Background: an optimization exercise with open tools, aiming at small area, a short achievable clock period and few clock cycles. Do not read the settings as production practice. RTL that was checked went through simulation tests only; none was proved equivalent to the original. Power is estimated from default activity; no workload was simulated.

==> juniper <==
Design LCD_CTRL, start of the top module:
module LCD_CTRL (
  input              clk,
  input              reset,
  input        [3:0] cmd,
  input              cmd_valid,
  input        [7:0] IROM_Q,
  output logic       IROM_rd,
  output logic [5:0] IROM_A,
  output logic       IRAM_valid,
  output logic [7:0] IRAM_D,
  output logic [5:0] IRAM_A,
  output logic       busy,
  output logic       done
);
clock: 12.0 ns
lec_check: 0
cap_margin: 20
core_margin: 2
core_utilization: 50
cts_cluster_diameter: 120
cts_cluster_size: 25
slew_margin: 20
standard.sh (not shown) runs the stock make flow with config.mk's settings and CLKGATE_MAP_FILE= SYNTH_SCRIPT=/design/flow/synth_recipe.tcl, a recipe that flattens the netlist after the stock synthesis.
==> flow/flow/run.sh <==
#!/bin/bash
# Standard layout, with plain port buffers and timing repair aiming past the clock period.
set -euo pipefail
bash standard.sh SETUP_SLACK_MARGIN=8.4 "BUFFER_PORTS_ARGS=-buffer_cell sky130_fd_sc_hd__buf_4" finish > make.log 2>&1
==> amber (differences from juniper) <==
--- a/flow/design.v
+++ b/flow/design.v
@@ -24,11 +24,10 @@
   logic       pend;           
   logic       is_alu;         
   logic [1:0] alu_op;         
   logic [3:0] from1;          
   logic       wr_act;         
-  logic       wfirst;         
   logic [3:0] rs [2], cs [2];
   logic [5:0] wa [4];
   always_comb
     for (int k = 0; k < 4; k++)
       wa[k] = {k[1] ? rb : ra, k[1], k[0] ? cb : ca, k[0]};
@@ -43,12 +42,13 @@
           L[k]  = L[k]  | img[(q / 4) * 16 + (k / 2) * 8 + (q % 4) * 2 + k % 2];
           LV[k] = LV[k] | vld[(q / 4) * 16 + (k / 2) * 8 + (q % 4) * 2 + k % 2];
         end
     end
   logic ready, exec, ldst, hit, is_avg;
-  logic [3:0] ldhit, land;
+  logic [3:0] ldhit;
   assign is_avg = is_alu && alu_op == 2'd2;
+  logic [3:0] land;
   assign ready = is_alu ? &Wv : &(Wv | land);
   assign exec  = pend & ready;
   assign ldst  = IROM_rd & !wr_act;
   logic [1:0] ik;
   assign ik  = {IROM_A[3], IROM_A[0]};
@@ -103,28 +103,29 @@
   assign avg = sum[9:2];
   logic [3:0] s;
   always_comb
     for (int i = 0; i < 4; i++)
       s[i] = (alu_op == 2'd0) ? mx[i] : (alu_op == 2'd1) ? mn[i] : 1'b0;
+  logic [7:0] Wh [4];
+  always_comb
+    for (int k = 0; k < 4; k++) Wh[k] = land[k] ? IROM_Q : W[k];
   logic [7:0] wb [4];
   always_comb
     for (int k = 0; k < 4; k++) begin
       wb[k] = is_avg ? avg : 8'd0;
-      for (int i = 0; i < 4; i++)
-        if ((is_alu && s[i]) ||
-            (!is_alu && i == (k ^ 1) && from1[k]) ||
+      for (int i = 0; i < 4; i++) begin
+        if (is_alu && s[i]) wb[k] = wb[k] | W[i];
+        if ((!is_alu && i == (k ^ 1) && from1[k]) ||
             (!is_alu && i == (k ^ 2) && !from1[k]))
-          wb[k] = wb[k] | W[i];
+          wb[k] = wb[k] | Wh[i];
+      end
     end
-  logic [3:0] lt;
-  always_comb
-    for (int k = 0; k < 4; k++) lt[k] = !is_alu && (from1[k] ? land[k ^ 1] : land[k ^ 2]);
   always_ff @(posedge clk)
     for (int k = 0; k < 4; k++)
-      if (exec && !lt[k])               W[k] <= wb[k];
-      else if (exec ? lt[k] : ldhit[k]) W[k] <= IROM_Q;
-      else if (rl[k])                   W[k] <= L[k];
+      if (exec)          W[k] <= wb[k];
+      else if (ldhit[k]) W[k] <= IROM_Q;
+      else if (rl[k])    W[k] <= L[k];
   logic [3:0] nWv;
   always_comb
     for (int k = 0; k < 4; k++)
       nWv[k] = exec | ldhit[k] | (rl[k] ? LV[k] : Wv[k]);
   always_ff @(posedge clk or posedge reset)
@@ -212,19 +213,19 @@
   logic spec, fast, nwr;
   assign fast = wr_start & spec & !vld[0];
   assign nwr  = wr_start | (wr_act & (IROM_A != 6'd63));
   logic [5:0] nrd, wpix;
   assign nrd  = (wr_start & !fast) ? 6'd0 : IROM_A + 6'd1;
-  assign wpix = IROM_A + 6'd1;
+  assign wpix = wr_act ? IROM_A + 6'd1 : {5'd0, spec & !vld[0]};
   function automatic logic [3:0] oh(input logic [1:0] v);
     oh = 4'b1 << v;
   endfunction
   always_ff @(posedge clk) begin
-    rs[0] <= mu ? oh(ym1[2:1]) : md ? oh(yp1[2:1]) : wr_act ? oh(wpix[5:4]) : oh(ra);
-    rs[1] <= mu ? oh(ym2[2:1]) : md ? oh(y[2:1])   : wr_act ? oh(wpix[5:4]) : oh(rb);
-    cs[0] <= ml ? oh(xm1[2:1]) : mr ? oh(xp1[2:1]) : wr_act ? oh(wpix[2:1]) : oh(ca);
-    cs[1] <= ml ? oh(xm2[2:1]) : mr ? oh(x[2:1])   : wr_act ? oh(wpix[2:1]) : oh(cb);
+    rs[0] <= mu ? oh(ym1[2:1]) : md ? oh(yp1[2:1]) : (ml | mr) ? oh(ra) : oh(wpix[5:4]);
+    rs[1] <= mu ? oh(ym2[2:1]) : md ? oh(y[2:1])   : (ml | mr) ? oh(rb) : oh(wpix[5:4]);
+    cs[0] <= ml ? oh(xm1[2:1]) : mr ? oh(xp1[2:1]) : (mu | md) ? oh(ca) : oh(wpix[2:1]);
+    cs[1] <= ml ? oh(xm2[2:1]) : mr ? oh(x[2:1])   : (mu | md) ? oh(cb) : oh(wpix[2:1]);
   end
   logic npend, nperm, one;
   assign npend   = acc ? is_data : (pend & !exec);
   assign nperm   = acc ? (c[8] | c[9] | c[10] | c[11]) : !is_alu;
   assign one     = (need == 4'b0001) | (need == 4'b0010) | (need == 4'b0100) | (need == 4'b1000);
@@ -286,21 +287,19 @@
   logic [1:0] wk;
   logic       inwin, pv;
   logic [7:0] pd;
   assign wk    = {IROM_A[3], IROM_A[0]};
   assign inwin = (IROM_A == wa[wk]);
-  assign pv    = inwin ? Wv[wk] : wfirst ? vld[IROM_A[0]] : LV[wk];
-  assign pd    = inwin ? W[wk]  : wfirst ? img[IROM_A[0]] : L[wk];
+  assign pv    = inwin ? Wv[wk] : LV[wk];
+  assign pd    = inwin ? W[wk] : L[wk];
   always_ff @(posedge clk or posedge reset)
     if (reset) begin
       IRAM_valid <= 1'b0;
-      wfirst     <= 1'b0;
       done       <= 1'b0;
       busy       <= 1'b0;
     end else begin
       IRAM_valid <= wr_act | fast;
-      wfirst     <= wr_start;
       done       <= IRAM_valid && !wr_act;
       busy       <= nwr | IRAM_valid | (npend & !(&nWv) & !(nperm & one));
     end
   always_ff @(posedge clk) begin
     IRAM_A <= IROM_A;
==> flow/flow/run.sh (replaced) <==
#!/bin/bash
# Standard layout, with plain port buffers and timing repair aiming past the clock period.
set -euo pipefail
bash standard.sh SETUP_SLACK_MARGIN=8.3 "BUFFER_PORTS_ARGS=-buffer_cell sky130_fd_sc_hd__buf_4" finish > make.log 2>&1
==> comparison table <==
                                                                           amber         juniper
Run status                                                          finished clean  finished clean
Initial antenna violation count                                                  2               1
Clock network contribution to total cell area                               2.633%          2.612%
Worst Min Path Start                                                     IROM_A[4]       IROM_A[0]
Sink of the worst hold path                                              IRAM_A[4]       IRAM_A[0]
Compound-Gate Fraction of Synth Area                                        17.36%          16.34%
Share of the synthesized area in the top cell type                          53.94%          54.20%
Clock slew seen by the registers of the worst setup and hold paths          110 ps          120 ps
Detailed-routing iteration count for the pre-antenna-repair pass                 7               6
Via density                                                                  6.930           6.871
Count of cell types in the netlist                                              93              90
Maximum number of pins on one net before global-route repair                    52              69
Adder-cell area share of the yosys netlist                                  3.009%          3.024%
Number of non-clock inverters in the layout                                     72              69
Largest vdd supply drop                                                   140.9 uV        241.7 uV
No functional check of the RTL was part of any run of this note.

---

==> inputs of trial 28 <==
==> flow/design.v <==
module LCD_CTRL (
  input              clk,
  input              reset,
  input        [3:0] cmd,
  input              cmd_valid,
  input        [7:0] IROM_Q,
  output logic       IROM_rd,
  output logic [5:0] IROM_A,
  output logic       IRAM_valid,
  output logic [7:0] IRAM_D,
  output logic [5:0] IRAM_A,
  output logic       busy,
  output logic       done
);
  logic [7:0]  img [64];
  logic [63:0] vld;
  logic [2:0] x, y;           
  logic [1:0] ra, rb, ca, cb;
  logic [1:0] dra, drb, dca, dcb;   
  logic       dirty;                
  logic [7:0] W [4];          
  logic [3:0] Wv;             
  logic [3:0] rl;             
  logic       pend;           
  logic       is_alu;         
  logic [1:0] alu_op;         
  logic [3:0] from1;          
  logic       wr_act;         
  logic       avgok, uni;     
  logic [3:0] rs [2], cs [2];
  logic [5:0] wa [4];
  always_comb
    for (int k = 0; k < 4; k++)
      wa[k] = {k[1] ? rb : ra, k[1], k[0] ? cb : ca, k[0]};
  logic [7:0] L  [4];
  logic [3:0] LV;
  always_comb
    for (int k = 0; k < 4; k++) begin
      L[k]  = 8'd0;
      LV[k] = 1'b0;
      for (int q = 0; q < 16; q++)
        if (rs[k / 2][q / 4] && cs[k % 2][q % 4]) begin
          L[k]  = L[k]  | img[(q / 4) * 16 + (k / 2) * 8 + (q % 4) * 2 + k % 2];
          LV[k] = LV[k] | vld[(q / 4) * 16 + (k / 2) * 8 + (q % 4) * 2 + k % 2];
        end
    end
  logic ready, exec, ldst, hit, is_avg;
  assign is_avg = is_alu && alu_op == 2'd2;
  assign ready = &Wv && (!is_avg || uni || avgok);
  assign exec  = pend & ready;
  assign ldst  = IROM_rd & !wr_act;
  logic [1:0] ik;
  assign ik  = {IROM_A[3], IROM_A[0]};
  assign hit = ldst && (IROM_A[5:4] == (IROM_A[3] ? rb : ra)) &&
                       (IROM_A[2:1] == (IROM_A[0] ? cb : ca)) &&
                       !(rl[ik] ? LV[ik] : Wv[ik]);
  logic [3:0] ldhit;
  always_comb
    for (int k = 0; k < 4; k++) ldhit[k] = hit && (ik == 2'(k));
  function automatic logic ge8(input logic [7:0] a, input logic [7:0] b);
    logic [7:0] g, p;
    logic [3:0] g2, p2;
    logic [1:0] g4, p4;
    for (int i = 0; i < 8; i++) begin
      g[i] = a[i] & ~b[i];
      p[i] = a[i] | ~b[i];
    end
    for (int i = 0; i < 4; i++) begin
      g2[i] = g[2*i+1] | (p[2*i+1] & g[2*i]);
      p2[i] = p[2*i+1] & p[2*i];
    end
    for (int i = 0; i < 2; i++) begin
      g4[i] = g2[2*i+1] | (p2[2*i+1] & g2[2*i]);
      p4[i] = p2[2*i+1] & p2[2*i];
    end
    ge8 = g4[1] | (p4[1] & (g4[0] | p4[0]));
  endfunction
  logic c01, c02, c03, c12, c13, c23;   
  assign c01 = ge8(W[0], W[1]);
  assign c02 = ge8(W[0], W[2]);
  assign c03 = ge8(W[0], W[3]);
  assign c12 = ge8(W[1], W[2]);
  assign c13 = ge8(W[1], W[3]);
  assign c23 = ge8(W[2], W[3]);
  logic [3:0] mx, mn;
  assign mx[0] =  c01 &  c02 &  c03;
  assign mx[1] = !c01 &  c12 &  c13;
  assign mx[2] = !c02 & !c12 &  c23;
  assign mx[3] = !c03 & !c13 & !c23;
  assign mn[0] = !c01 & !c02 & !c03;
  assign mn[1] =  c01 & !c12 & !c13;
  assign mn[2] =  c02 &  c12 & !c23;
  assign mn[3] =  c03 &  c13 &  c23;
  logic [9:0] sum;
  logic [7:0] AVGR, avg;
  assign sum = 10'(W[0]) + 10'(W[1]) + 10'(W[2]) + 10'(W[3]);
  assign avg = uni ? W[0] : AVGR;
  always_ff @(posedge clk) AVGR <= sum[9:2];
  logic [3:0] s;
  always_comb
    for (int i = 0; i < 4; i++)
      s[i] = (alu_op == 2'd0) ? mx[i] : (alu_op == 2'd1) ? mn[i] : 1'b0;
  logic [7:0] wb [4];
  always_comb
    for (int k = 0; k < 4; k++) begin
      wb[k] = is_avg ? avg : 8'd0;
      for (int i = 0; i < 4; i++)
        if ((is_alu && s[i]) ||
            (!is_alu && i == (k ^ 1) && from1[k]) ||
            (!is_alu && i == (k ^ 2) && !from1[k]))
          wb[k] = wb[k] | W[i];
    end
  always_ff @(posedge clk)
    for (int k = 0; k < 4; k++)
      if (exec)          W[k] <= wb[k];
      else if (ldhit[k]) W[k] <= IROM_Q;
      else if (rl[k])    W[k] <= L[k];
  logic [3:0] nWv;
  always_comb
    for (int k = 0; k < 4; k++)
      nWv[k] = ldhit[k] | (rl[k] ? LV[k] : Wv[k]);
  always_ff @(posedge clk or posedge reset)
    if (reset) Wv <= 4'd0;
    else Wv <= nWv;
  for (genvar p = 0; p < 64; p++) begin : g_pix
    localparam int R = p / 8, C = p % 8, KC = (R % 2) * 2 + (C % 2);
    logic wen;
    assign wen = dirty && ((R % 2) ? (R / 2 == drb) : (R / 2 == dra)) &&
                          ((C % 2) ? (C / 2 == dcb) : (C / 2 == dca));
    always_ff @(posedge clk)
      if (wen) img[p] <= W[KC];
    always_ff @(posedge clk or posedge reset)
      if (reset) vld[p] <= 1'b0;
      else if (hit && IROM_A == 6'(p)) vld[p] <= 1'b1;
  end
  logic       acc, is_wr, is_data, wr_start;
  logic [15:0] c;            
  always_comb
    for (int i = 0; i < 16; i++) c[i] = (cmd == 4'(i));
  assign acc      = cmd_valid & !busy;
  assign is_wr    = c[0] | c[12] | c[13] | c[14] | c[15];
  assign is_data  = |c[11:5];
  assign wr_start = acc & is_wr;
  logic       mu, md, ml, mr;       
  assign mu = acc && c[1] && y != 3'd1;
  assign md = acc && c[2] && y != 3'd7;
  assign ml = acc && c[3] && x != 3'd1;
  assign mr = acc && c[4] && x != 3'd7;
  logic [2:0] ym1, yp1, xm1, xp1, ym2, xm2;
  assign ym1 = y - 3'd1;
  assign yp1 = y + 3'd1;
  assign ym2 = y - 3'd2;
  assign xm1 = x - 3'd1;
  assign xp1 = x + 3'd1;
  assign xm2 = x - 3'd2;
  logic [2:0] nx, ny;
  logic [1:0] nra, nrb, nca, ncb;
  logic [3:0] nrl;
  logic [5:0] na;
  always_comb begin
    nx  = x;
    ny  = y;
    nra = ra;
    nrb = rb;
    nca = ca;
    ncb = cb;
    nrl = 4'd0;
    na  = 6'd0;
    if (mu) begin
      ny  = ym1;
      nra = ym1[2:1];
      nrb = ym2[2:1];
      nrl = y[0] ? 4'b1100 : 4'b0011;
      na  = {ym2, ca, 1'b0};
    end
    if (md) begin
      ny  = yp1;
      nra = yp1[2:1];
      nrb = y[2:1];
      nrl = y[0] ? 4'b0011 : 4'b1100;
      na  = {yp1, ca, 1'b0};
    end
    if (ml) begin
      nx  = xm1;
      nca = xm1[2:1];
      ncb = xm2[2:1];
      nrl = x[0] ? 4'b1010 : 4'b0101;
      na  = {ra, 1'b0, xm2};
    end
    if (mr) begin
      nx  = xp1;
      nca = xp1[2:1];
      ncb = x[2:1];
      nrl = x[0] ? 4'b0101 : 4'b1010;
      na  = {ra, 1'b0, xp1};
    end
  end
  logic       cw_cls;
  logic [3:0] nfrom1;
  assign cw_cls = c[9] ^ x[0] ^ y[0];
  always_comb
    for (int k = 0; k < 4; k++)
      nfrom1[k] = c[11] | ((c[8] | c[9]) & ((k[1] == k[0]) ^ cw_cls));
  logic spec, fast, nwr;
  assign fast = wr_start & spec & !vld[0];
  assign nwr  = wr_start | (wr_act & (IROM_A != 6'd63));
  logic [5:0] nrd, wpix;
  assign nrd  = (wr_start & !fast) ? 6'd0 : IROM_A + 6'd1;
  assign wpix = wr_act ? IROM_A + 6'd1 : {5'd0, spec & !vld[0]};
  function automatic logic [3:0] oh(input logic [1:0] v);
    oh = 4'b1 << v;
  endfunction
  always_ff @(posedge clk) begin
    rs[0] <= mu ? oh(ym1[2:1]) : md ? oh(yp1[2:1]) : (ml | mr) ? oh(ra) : oh(wpix[5:4]);
    rs[1] <= mu ? oh(ym2[2:1]) : md ? oh(y[2:1])   : (ml | mr) ? oh(rb) : oh(wpix[5:4]);
    cs[0] <= ml ? oh(xm1[2:1]) : mr ? oh(xp1[2:1]) : (mu | md) ? oh(ca) : oh(wpix[2:1]);
    cs[1] <= ml ? oh(xm2[2:1]) : mr ? oh(x[2:1])   : (mu | md) ? oh(cb) : oh(wpix[2:1]);
  end
  logic npend, nis_avg, navgok, nuni;
  assign npend   = acc ? is_data : (pend & !exec);
  assign nis_avg = acc ? c[7] : is_avg;
  assign navgok  = !(hit | (|rl));
  assign nuni    = (exec & is_alu) | (uni & !(hit | (|rl)));
  always_ff @(posedge clk or posedge reset)
    if (reset) begin
      x      <= 3'd4;
      y      <= 3'd4;
      ra     <= 2'd2;
      rb     <= 2'd1;
      ca     <= 2'd2;
      cb     <= 2'd1;
      dirty  <= 1'b0;
      rl     <= 4'd0;
      uni    <= 1'b0;
      pend   <= 1'b0;
      wr_act <= 1'b0;
    end else begin
      x      <= nx;
      y      <= ny;
      ra     <= nra;
      rb     <= nrb;
      ca     <= nca;
      cb     <= ncb;
      dirty  <= exec | hit;
      rl     <= nrl;
      uni    <= nuni;
      wr_act <= nwr;
      pend   <= npend;
    end
  always_ff @(posedge clk) begin
    dra   <= ra;
    drb   <= rb;
    dca   <= ca;
    dcb   <= cb;
    avgok <= navgok;
    if (acc) begin
      is_alu <= c[5] | c[6] | c[7];
      alu_op <= {c[7], c[6]};
      from1  <= nfrom1;
    end
  end
  logic [3:0] need;
  assign need = ~nWv;
  logic mv;
  assign mv = mu | md | ml | mr;
  always_ff @(posedge clk or posedge reset)
    if (reset) begin
      IROM_rd <= 1'b0;
      spec    <= 1'b0;
    end else begin
      IROM_rd <= (wr_start | wr_act) ? nwr : 1'b1;
      spec    <= !(wr_start | wr_act | mv) & !(|need);
    end
  always_ff @(posedge clk)
    if (wr_start | wr_act) IROM_A <= nrd;
    else if (mv)           IROM_A <= na;
    else if (need[0])      IROM_A <= wa[0];
    else if (need[1])      IROM_A <= wa[1];
    else if (need[2])      IROM_A <= wa[2];
    else if (need[3])      IROM_A <= wa[3];
    else                   IROM_A <= 6'd0;
  logic [1:0] wk;
  logic       inwin, pv;
  logic [7:0] pd;
  assign wk    = {IROM_A[3], IROM_A[0]};
  assign inwin = (IROM_A == wa[wk]);
  assign pv    = inwin ? Wv[wk] : LV[wk];
  assign pd    = inwin ? W[wk] : L[wk];
  always_ff @(posedge clk or posedge reset)
    if (reset) begin
      IRAM_valid <= 1'b0;
      done       <= 1'b0;
      busy       <= 1'b0;
    end else begin
      IRAM_valid <= wr_act | fast;
      done       <= IRAM_valid && !wr_act;
      busy       <= nwr | IRAM_valid | (npend & !(&nWv && (!nis_avg || nuni || navgok)));
    end
  always_ff @(posedge clk) begin
    IRAM_A <= IROM_A;
    IRAM_D <= (pv & !fast) ? pd : IROM_Q;
  end
endmodule
==> flow/flow/run.sh <==
#!/bin/bash
# Standard layout, with plain port buffers and timing repair aiming past the clock period.
set -euo pipefail
bash standard.sh SETUP_SLACK_MARGIN=8.6 "BUFFER_PORTS_ARGS=-buffer_cell sky130_fd_sc_hd__buf_4" finish > make.log 2>&1
==> flow/standard.sh <==
#!/bin/bash
# synth_recipe.tcl (not shown) runs the flow's synth.tcl, then flattens the netlist and writes it again
# the make line also repeats each setting of config.mk as NAME=value (left out here)
make -C /OpenROAD-flow-scripts/flow DESIGN_CONFIG=/design/flow/config.mk WORK_HOME=/design/flow/orfs CLKGATE_MAP_FILE= SYNTH_SCRIPT=/design/flow/synth_recipe.tcl "${@:-finish}"
==> flow/config.mk <==
export PLATFORM = sky130hd
export DESIGN_NAME = LCD_CTRL
export DESIGN_NICKNAME = LCD_CTRL
export VERILOG_FILES = /design/flow/design.v
export SDC_FILE = /design/flow/constraint.sdc
export NUM_CORES = 8
export LEC_CHECK = 0
export CAP_MARGIN = 20
export CORE_MARGIN = 2
export CORE_UTILIZATION = 50
export CTS_CLUSTER_DIAMETER = 120
export CTS_CLUSTER_SIZE = 25
export SLEW_MARGIN = 20
==> flow/constraint.sdc <==
create_clock -name core_clock -period 12.0 [get_ports {clk}]
set_input_delay 2.4000 -clock core_clock [delete_from_list [all_inputs] [get_ports {clk}]]
set_output_delay 2.4000 -clock core_clock [all_outputs]
set_load 0.01 [all_outputs]
==> build 36: changes against trial 28 <==
--- a/flow/design.v
+++ b/flow/design.v
@@ -26,23 +26,19 @@
   logic [1:0] alu_op;         
   logic [3:0] from1;          
   logic       wr_act;         
-  logic       avgok, uni;     
-  logic [3:0] rs [2], cs [2];
+  logic [5:0] wptr;
   logic [5:0] wa [4];
   always_comb
     for (int k = 0; k < 4; k++)
       wa[k] = {k[1] ? rb : ra, k[1], k[0] ? cb : ca, k[0]};
+  logic [5:0] la [4];
   logic [7:0] L  [4];
   logic [3:0] LV;
   always_comb
     for (int k = 0; k < 4; k++) begin
-      L[k]  = 8'd0;
-      LV[k] = 1'b0;
-      for (int q = 0; q < 16; q++)
-        if (rs[k / 2][q / 4] && cs[k % 2][q % 4]) begin
-          L[k]  = L[k]  | img[(q / 4) * 16 + (k / 2) * 8 + (q % 4) * 2 + k % 2];
-          LV[k] = LV[k] | vld[(q / 4) * 16 + (k / 2) * 8 + (q % 4) * 2 + k % 2];
-        end
+      la[k] = wr_act ? {wptr[5:4], k[1], wptr[2:1], k[0]} : wa[k];
+      L[k]  = img[la[k]];
+      LV[k] = vld[la[k]];
     end
   logic ready, exec, ldst, hit, is_avg;
   assign is_avg = is_alu && alu_op == 2'd2;
@@ -53,7 +49,7 @@
   assign ik  = {IROM_A[3], IROM_A[0]};
   assign hit = ldst && (IROM_A[5:4] == (IROM_A[3] ? rb : ra)) &&
                        (IROM_A[2:1] == (IROM_A[0] ? cb : ca)) &&
-                       !(rl[ik] ? LV[ik] : Wv[ik]);
+                       !(rl[ik] && LV[ik]);
   logic [3:0] ldhit;
   always_comb
     for (int k = 0; k < 4; k++) ldhit[k] = hit && (ik == 2'(k));
@@ -82,7 +78,7 @@
   assign c12 = ge8(W[1], W[2]);
   assign c13 = ge8(W[1], W[3]);
   assign c23 = ge8(W[2], W[3]);
-  logic [3:0] mx, mn;
+  logic [3:0] mx, mn, s;
   assign mx[0] =  c01 &  c02 &  c03;
   assign mx[1] = !c01 &  c12 &  c13;
   assign mx[2] = !c02 & !c12 &  c23;
@@ -91,15 +87,15 @@
   assign mn[1] =  c01 & !c12 & !c13;
   assign mn[2] =  c02 &  c12 & !c23;
   assign mn[3] =  c03 &  c13 &  c23;
+  always_comb
+    for (int i = 0; i < 4; i++)
+      s[i] = (alu_op == 2'd0) ? mx[i] : (alu_op == 2'd1) ? mn[i] : 1'b0;
   logic [9:0] sum;
   logic [7:0] AVGR, avg;
+  logic       avgok, uni;
   assign sum = 10'(W[0]) + 10'(W[1]) + 10'(W[2]) + 10'(W[3]);
   assign avg = uni ? W[0] : AVGR;
   always_ff @(posedge clk) AVGR <= sum[9:2];
-  logic [3:0] s;
-  always_comb
-    for (int i = 0; i < 4; i++)
-      s[i] = (alu_op == 2'd0) ? mx[i] : (alu_op == 2'd1) ? mn[i] : 1'b0;
   logic [7:0] wb [4];
   always_comb
     for (int k = 0; k < 4; k++) begin
@@ -134,18 +130,15 @@
       else if (hit && IROM_A == 6'(p)) vld[p] <= 1'b1;
   end
   logic       acc, is_wr, is_data, wr_start;
-  logic [15:0] c;            
-  always_comb
-    for (int i = 0; i < 16; i++) c[i] = (cmd == 4'(i));
   assign acc      = cmd_valid & !busy;
-  assign is_wr    = c[0] | c[12] | c[13] | c[14] | c[15];
-  assign is_data  = |c[11:5];
+  assign is_wr    = (cmd == 4'd0) || (cmd >= 4'd12);
+  assign is_data  = (cmd >= 4'd5) && (cmd <= 4'd11);
   assign wr_start = acc & is_wr;
   logic       mu, md, ml, mr;       
-  assign mu = acc && c[1] && y != 3'd1;
-  assign md = acc && c[2] && y != 3'd7;
-  assign ml = acc && c[3] && x != 3'd1;
-  assign mr = acc && c[4] && x != 3'd7;
+  assign mu = acc && cmd == 4'd1 && y != 3'd1;
+  assign md = acc && cmd == 4'd2 && y != 3'd7;
+  assign ml = acc && cmd == 4'd3 && x != 3'd1;
+  assign mr = acc && cmd == 4'd4 && x != 3'd7;
   logic [2:0] ym1, yp1, xm1, xp1, ym2, xm2;
   assign ym1 = y - 3'd1;
   assign yp1 = y + 3'd1;
@@ -197,28 +190,26 @@
   end
   logic       cw_cls;
   logic [3:0] nfrom1;
-  assign cw_cls = c[9] ^ x[0] ^ y[0];
+  assign cw_cls = (cmd == 4'd9) ^ x[0] ^ y[0];
   always_comb
     for (int k = 0; k < 4; k++)
-      nfrom1[k] = c[11] | ((c[8] | c[9]) & ((k[1] == k[0]) ^ cw_cls));
-  logic spec, fast, nwr;
-  assign fast = wr_start & spec & !vld[0];
-  assign nwr  = wr_start | (wr_act & (IROM_A != 6'd63));
-  logic [5:0] nrd, wpix;
-  assign nrd  = (wr_start & !fast) ? 6'd0 : IROM_A + 6'd1;
-  assign wpix = wr_act ? IROM_A + 6'd1 : {5'd0, spec & !vld[0]};
-  function automatic logic [3:0] oh(input logic [1:0] v);
-    oh = 4'b1 << v;
-  endfunction
-  always_ff @(posedge clk) begin
-    rs[0] <= mu ? oh(ym1[2:1]) : md ? oh(yp1[2:1]) : (ml | mr) ? oh(ra) : oh(wpix[5:4]);
-    rs[1] <= mu ? oh(ym2[2:1]) : md ? oh(y[2:1])   : (ml | mr) ? oh(rb) : oh(wpix[5:4]);
-    cs[0] <= ml ? oh(xm1[2:1]) : mr ? oh(xp1[2:1]) : (mu | md) ? oh(ca) : oh(wpix[2:1]);
-    cs[1] <= ml ? oh(xm2[2:1]) : mr ? oh(x[2:1])   : (mu | md) ? oh(cb) : oh(wpix[2:1]);
+      nfrom1[k] = (cmd == 4'd11) | ((cmd == 4'd8 || cmd == 4'd9) & ((k[1] == k[0]) ^ cw_cls));
+  logic [5:0] nwptr;
+  logic       nwr;
+  always_comb begin
+    nwr   = wr_act;
+    nwptr = wptr;
+    if (wr_start) begin
+      nwr   = 1'b1;
+      nwptr = 6'd0;
+    end else if (wr_act) begin
+      nwptr = wptr + 6'd1;
+      if (wptr == 6'd63) nwr = 1'b0;
+    end
   end
   logic npend, nis_avg, navgok, nuni;
   assign npend   = acc ? is_data : (pend & !exec);
-  assign nis_avg = acc ? c[7] : is_avg;
+  assign nis_avg = acc ? (cmd == 4'd7) : is_avg;
   assign navgok  = !(hit | (|rl));
   assign nuni    = (exec & is_alu) | (uni & !(hit | (|rl)));
   always_ff @(posedge clk or posedge reset)
@@ -229,11 +220,20 @@
       rb     <= 2'd1;
       ca     <= 2'd2;
       cb     <= 2'd1;
+      dra    <= 2'd2;
+      drb    <= 2'd1;
+      dca    <= 2'd2;
+      dcb    <= 2'd1;
       dirty  <= 1'b0;
       rl     <= 4'd0;
+      avgok  <= 1'b0;
       uni    <= 1'b0;
       pend   <= 1'b0;
+      is_alu <= 1'b0;
+      alu_op <= 2'd0;
+      from1  <= 4'd0;
       wr_act <= 1'b0;
+      wptr   <= 6'd0;
     end else begin
       x      <= nx;
       y      <= ny;
@@ -241,49 +241,50 @@
       rb     <= nrb;
       ca     <= nca;
       cb     <= ncb;
+      dra    <= ra;
+      drb    <= rb;
+      dca    <= ca;
+      dcb    <= cb;
       dirty  <= exec | hit;
       rl     <= nrl;
+      avgok  <= navgok;
       uni    <= nuni;
       wr_act <= nwr;
+      wptr   <= nwptr;
       pend   <= npend;
+      if (acc) begin
+        is_alu <= cmd <= 4'd7;
+        alu_op <= 2'(cmd - 4'd5);
+        from1  <= nfrom1;
+      end
     end
-  always_ff @(posedge clk) begin
-    dra   <= ra;
-    drb   <= rb;
-    dca   <= ca;
-    dcb   <= cb;
-    avgok <= navgok;
-    if (acc) begin
-      is_alu <= c[5] | c[6] | c[7];
-      alu_op <= {c[7], c[6]};
-      from1  <= nfrom1;
-    end
-  end
   logic [3:0] need;
   assign need = ~nWv;
-  logic mv;
-  assign mv = mu | md | ml | mr;
   always_ff @(posedge clk or posedge reset)
     if (reset) begin
       IROM_rd <= 1'b0;
-      spec    <= 1'b0;
+      IROM_A  <= 6'd27;
+    end else if (wr_start) begin
+      IROM_rd <= 1'b1;
+      IROM_A  <= 6'd0;
+    end else if (wr_act) begin
+      IROM_rd <= (wptr != 6'd63);
+      IROM_A  <= nwptr;
+    end else if (mu | md | ml | mr) begin
+      IROM_rd <= 1'b1;
+      IROM_A  <= na;
     end else begin
-      IROM_rd <= (wr_start | wr_act) ? nwr : 1'b1;
-      spec    <= !(wr_start | wr_act | mv) & !(|need);
+      IROM_rd <= |need;
+      if (need[0])      IROM_A <= wa[0];
+      else if (need[1]) IROM_A <= wa[1];
+      else if (need[2]) IROM_A <= wa[2];
+      else              IROM_A <= wa[3];
     end
-  always_ff @(posedge clk)
-    if (wr_start | wr_act) IROM_A <= nrd;
-    else if (mv)           IROM_A <= na;
-    else if (need[0])      IROM_A <= wa[0];
-    else if (need[1])      IROM_A <= wa[1];
-    else if (need[2])      IROM_A <= wa[2];
-    else if (need[3])      IROM_A <= wa[3];
-    else                   IROM_A <= 6'd0;
   logic [1:0] wk;
   logic       inwin, pv;
   logic [7:0] pd;
-  assign wk    = {IROM_A[3], IROM_A[0]};
-  assign inwin = (IROM_A == wa[wk]);
+  assign wk    = {wptr[3], wptr[0]};
+  assign inwin = (wptr == wa[wk]);
   assign pv    = inwin ? Wv[wk] : LV[wk];
   assign pd    = inwin ? W[wk] : L[wk];
   always_ff @(posedge clk or posedge reset)
@@ -292,12 +293,13 @@
       done       <= 1'b0;
       busy       <= 1'b0;
     end else begin
-      IRAM_valid <= wr_act | fast;
+      IRAM_valid <= wr_act;
       done       <= IRAM_valid && !wr_act;
       busy       <= nwr | IRAM_valid | (npend & !(&nWv && (!nis_avg || nuni || navgok)));
     end
-  always_ff @(posedge clk) begin
-    IRAM_A <= IROM_A;
-    IRAM_D <= (pv & !fast) ? pd : IROM_Q;
-  end
+  always_ff @(posedge clk)
+    if (wr_act) begin
+      IRAM_A <= wptr;
+      IRAM_D <= pv ? pd : IROM_Q;
+    end
 endmodule
==> flow/flow/run.sh (replaced) <==
#!/bin/bash
# Standard layout, with plain port buffers and timing repair aiming past the clock period.
set -euo pipefail
bash standard.sh SETUP_SLACK_MARGIN=7.9 "BUFFER_PORTS_ARGS=-buffer_cell sky130_fd_sc_hd__buf_4" finish > make.log 2>&1
Settings changed: CTS_CLUSTER_DIAMETER 120 to default, CTS_CLUSTER_SIZE 25 to default.
==> trial 91: changes against trial 28 <==
==> flow/flow/run.sh (replaced) <==
#!/bin/bash
# Standard layout, with plain port buffers and timing repair aiming past the clock period.
set -euo pipefail
bash standard.sh SETUP_SLACK_MARGIN=8.4 "BUFFER_PORTS_ARGS=-buffer_cell sky130_fd_sc_hd__buf_4" finish > make.log 2>&1
Settings changed: CORE_UTILIZATION 50 to 40.
==> comparison <==
- Hold slack, lowest first: trial 91, build 36, trial 28.
- Against trial 91, the non-clock buffer count of build 36 is lower by 30.
- Global-route usage: trial 91 < trial 28 < build 36.
- Against build 36, the core utilization of trial 28 is lower by 0.18 points.
- Sequential power: trial 28 is lower than build 36 (16%).
- In trial 28 the final area is higher than in trial 91, by 1.4%.
==> figures <==
Area occupied by registers: build 36 19,800 µm²; trial 28 19,900 µm²; trial 91 19,900 µm²
Kind of end point of the critical path: build 36 flop; trial 28 output port; trial 91 output port
Hold Worst Slack: build 36 460 ps; trial 28 477 ps; trial 91 432 ps
Outcome: build 36 finished clean; trial 28 finished clean; trial 91 finished clean
Actual transition at the worst max-transition pin: build 36 1220 ps; trial 28 1170 ps; trial 91 1160 ps
Path length in cells of the critical path: build 36 11; trial 28 1; trial 91 1
Proportion of synthesized area in mux cells: build 36 5.88%; trial 28 4.27%; trial 91 4.27%
Post-cts sizing count: build 36 14; trial 28 101; trial 91 36
Utilization after layout: build 36 56.8%; trial 28 56.6%; trial 91 44.5%
Clock buffer count in the final layout: build 36 96; trial 28 56; trial 91 56
Met1 GRT Util: build 36 46.3%; trial 28 43.4%; trial 91 34.4%
Site row count: build 36 91; trial 28 90; trial 91 101
Placeable core region: build 36 61,600 µm²; trial 28 60,500 µm²; trial 91 75,900 µm²
Testbench counts of trial 28, summed over its fixed seeds: cycles 5,646.
Testbench counts of build 36, summed over its fixed seeds: cycles 5,676.
Testbench counts of trial 91, summed over its fixed seeds: cycles 5,646.

## afterwards: timing with drivers on the ports
In the flow no input, the clock included, has a driving cell. The finished layouts below were timed again as built, in two steps.
Step 1 sets driving cells, clkbuf_16 on the clock port and buf_2 on the other inputs (assumed; they add their load-dependent delay and slew).
Step 2 times the ports against the registers' clock, not the clock port: input delays grow and output delays shrink by t, the midpoint of the rising clock arrivals with the driver on.
Slacks: no drivers / after step 1 / after step 2; pairs: no drivers / after step 1.
run	t (ns)	slack for setup (ns)	worst setup path at the end	latest minus earliest clock arrival (ns)	cell pins on the clock port's net
juniper	0.698	8.321 / 8.294 / 7.845	input to register	0.044 / 0.045	1
amber	0.703	8.097 / 8.097 / 7.524	input to register	0.032 / 0.032	1
trial 28	0.690	8.411 / 8.345 / 7.965	input to register	0.034 / 0.034	1
build 36	0.678	7.912 / 7.912 / 7.437	input to register	0.027 / 0.028	1
trial 91	0.695	8.372 / 8.305 / 7.798	input to register	0.026 / 0.027	1
After both steps setup and hold are still met in every run listed. The setup slack of trial 91, which loses most, moves by -0.067 ns with the drivers and by -0.574 ns with both steps.
